This design comes from an exercise in tuning for small area on the open sky130 flow, not from production work. Function was checked by simulation only, so behaviour that the tests miss may differ from the original. Power and IR drop assume default switching activity.

== job 6209 ==
==> flow/design.v (excerpt) <==
module top #(
  parameter WIDTH = 16
  ) (
    input    clk,
    input    rst,
    input    data_in_i1,         
    input    data_in_u1,
    input    data_in_i2,
    input    data_in_u2,
    input    data_in_i3,
    input    data_in_u3,
    output   mclkin,             
    output   word_clk,           
    output   [WIDTH - 1 :0]  data_i1,
    output   [WIDTH - 1 :0]  data_u1,
    output   [WIDTH - 1 :0]  data_i2,
    output   [WIDTH - 1 :0]  data_u2,
    output   [WIDTH - 1 :0]  data_i3,
    output   [WIDTH - 1 :0]  data_u3
);
  wire [1:0]  role;
  wire [7:0]  m, m1;
  wire        cap, word_rise, clr, ext, pshift, wzero;
  wire [15:0] nw;
  wire [5:0]  nmdat;
  clk_div_4 ctrl (
    .clk(clk), .rst(rst),
    .clk_div_4(mclkin), .word_clk(word_clk),
    .role(role), .m(m), .m1(m1),
    .cap(cap), .word_rise(word_rise),
    .clr(clr), .ext(ext), .pshift(pshift), .wzero(wzero)
  );
  word_clk kernel (
    .clk(clk), .rst(rst), .cap(cap),
    .role(role), .m(m), .m1(m1), .wzero(wzero), .nw(nw)
  );
  data_adc SIGMA_DELTA_DATA (
    .clk(clk), .cap(cap),
    .din({data_in_u3, data_in_i3, data_in_u2, data_in_i2, data_in_u1, data_in_i1}),
    .nmdat(nmdat)
  );
  wire [15:0] dout [0:5];
  genvar g;
  generate
    for (g = 0; g < 6; g = g + 1) begin : ch
      filter_sinc3 f (
        .clk(clk), .rst(rst),
        .nx(nmdat[g]), .nw(nw),
        .clr(clr), .ext(ext), .pshift(pshift), .word_rise(word_rise),
        .DATA(dout[g])
      );
    end
  endgenerate
  assign data_i1 = dout[0];
  assign data_u1 = dout[1];
  assign data_i2 = dout[2];
  assign data_u2 = dout[3];
  ...
export LEC_CHECK = 0
export CAP_MARGIN = 20
export CORE_MARGIN = 2
export CORE_UTILIZATION = 60
export PLACE_DENSITY = 0.75
export SLEW_MARGIN = 20
create_clock -name core_clock -period 10.0 [get_ports {clk}]
standard.sh (not shown) runs the stock make flow with config.mk's settings and CLKGATE_MAP_FILE= SYNTH_SCRIPT=/design/flow/synth_recipe.tcl, a recipe that flattens the netlist after the stock synthesis.
==> flow/flow/run.sh <==
#!/bin/bash
# Standard layout with three changes: port buffers use the smallest buffer,
# the clock tree uses clkbuf_8 with clusters of up to 20 sinks, and CTS adds
# no dummy loads.  Each tool's output goes to the ORFS logs under orfs/logs/;
# this script's own output goes to flow.log.
set -euo pipefail
export BUFFER_PORTS_ARGS="-buffer_cell sky130_fd_sc_hd__buf_1"
export CTS_ARGS="-sink_clustering_enable -repair_clock_nets -dont_use_dummy_load -buf_list sky130_fd_sc_hd__clkbuf_4 -sink_clustering_size 12 -sink_clustering_max_diameter 40"
bash standard.sh > flow.log 2>&1
Changes in job 7023 relative to job 6209:
diff --git a/flow/flow/run.sh b/flow/flow/run.sh
--- a/flow/flow/run.sh
+++ b/flow/flow/run.sh
@@ -6,4 +6,4 @@
 set -euo pipefail
 export BUFFER_PORTS_ARGS="-buffer_cell sky130_fd_sc_hd__buf_1"
-export CTS_ARGS="-sink_clustering_enable -repair_clock_nets -dont_use_dummy_load -buf_list sky130_fd_sc_hd__clkbuf_4 -sink_clustering_size 12 -sink_clustering_max_diameter 40"
+export CTS_ARGS="-sink_clustering_enable -repair_clock_nets -dont_use_dummy_load -buf_list sky130_fd_sc_hd__clkbuf_16 -sink_clustering_size 32 -sink_clustering_max_diameter 60"
 bash standard.sh > flow.log 2>&1
==> comparison <==
Job 7023 ends up with lower part of the total power dissipated in sequential elements than job 6209 does. Going from job 6209 to job 7023, later-pin clock latency in the skew report shrinks by 0.25 ns. Of the two candidates, job 6209 has the better final area and job 7023 the worse one. For job 7023, the master of the slowest instance on the critical path was sky130_fd_sc_hd__fa_1, unlike job 6209, where it was sky130_fd_sc_hd__dfrtp_1. Against job 6209 as the reference, job 7023 delivers a lower clock buffer count in the final layout.
Relative to job 7023, the following input files were edited for job 7105:
diff --git a/flow/flow/run.sh b/flow/flow/run.sh
--- a/flow/flow/run.sh
+++ b/flow/flow/run.sh
@@ -6,4 +6,4 @@
 set -euo pipefail
 export BUFFER_PORTS_ARGS="-buffer_cell sky130_fd_sc_hd__buf_1"
-export CTS_ARGS="-sink_clustering_enable -repair_clock_nets -dont_use_dummy_load -buf_list sky130_fd_sc_hd__clkbuf_16 -sink_clustering_size 32 -sink_clustering_max_diameter 60"
+export CTS_ARGS="-sink_clustering_enable -repair_clock_nets -dont_use_dummy_load -buf_list sky130_fd_sc_hd__clkbuf_8 -sink_clustering_size 20 -sink_clustering_max_diameter 50"
 bash standard.sh > flow.log 2>&1
Notes after the runs:
- The lower clock power share came out of job 7105.
- Against job 7023, detailed-route wire length in job 7105 came out better.
- Comparing job 7105 and job 7023, reported net switching power is higher on job 7023.
- The final layout from job 7105, which completed every stage, passed the timing, design-rule and antenna checks at the end of the flow.
- Diff job 7023 -> job 7105: power consumption decreased by 4.8% relative to the old numbers; area fraction of clock buffers and clock inverters now smaller; design area saw a decrease; area added between synthesis and finish dropped 1.0 points.

[what the ideal ports hide]
No port has a modelled driver above. Below, the same layouts with a new extraction and two added sets of constraints. Step 1 (the two cells are an assumption about what drives the block):
set clk [get_ports {clk}]
set_driving_cell -lib_cell sky130_fd_sc_hd__clkbuf_16 $clk
set_driving_cell -lib_cell sky130_fd_sc_hd__buf_2 [delete_from_list [all_inputs] $clk]
Step 2 adds t to the input delays and takes it off the output delays; t is the mean of the earliest and latest rising clock arrival at the registers after step 1. Input paths then give back, and output paths get back, about the clock's delay inside the block. Three values: ideal ports, drivers, drivers and shift; two values: the first two.
| run | t, ns | setup slack, ns | latest minus earliest clock arrival (ns) | slew at the worst register clock pin (ns) | worst slew at a driven data input, ns |
|---|---|---|---|---|---|
| job 6209 | 0.868 | 0.423 / 0.423 / 0.423 | 0.092 / 0.092 | 0.12 / 0.12 | 0.03 |
| job 7023 | 0.622 | 0.398 / 0.398 / 0.398 | 0.086 / 0.086 | 0.11 / 0.11 | 0.03 |
| job 7105 | 0.696 | 0.411 / 0.411 / 0.411 | 0.094 / 0.095 | 0.11 / 0.11 | 0.03 |
After both steps every run listed still meets setup and hold.
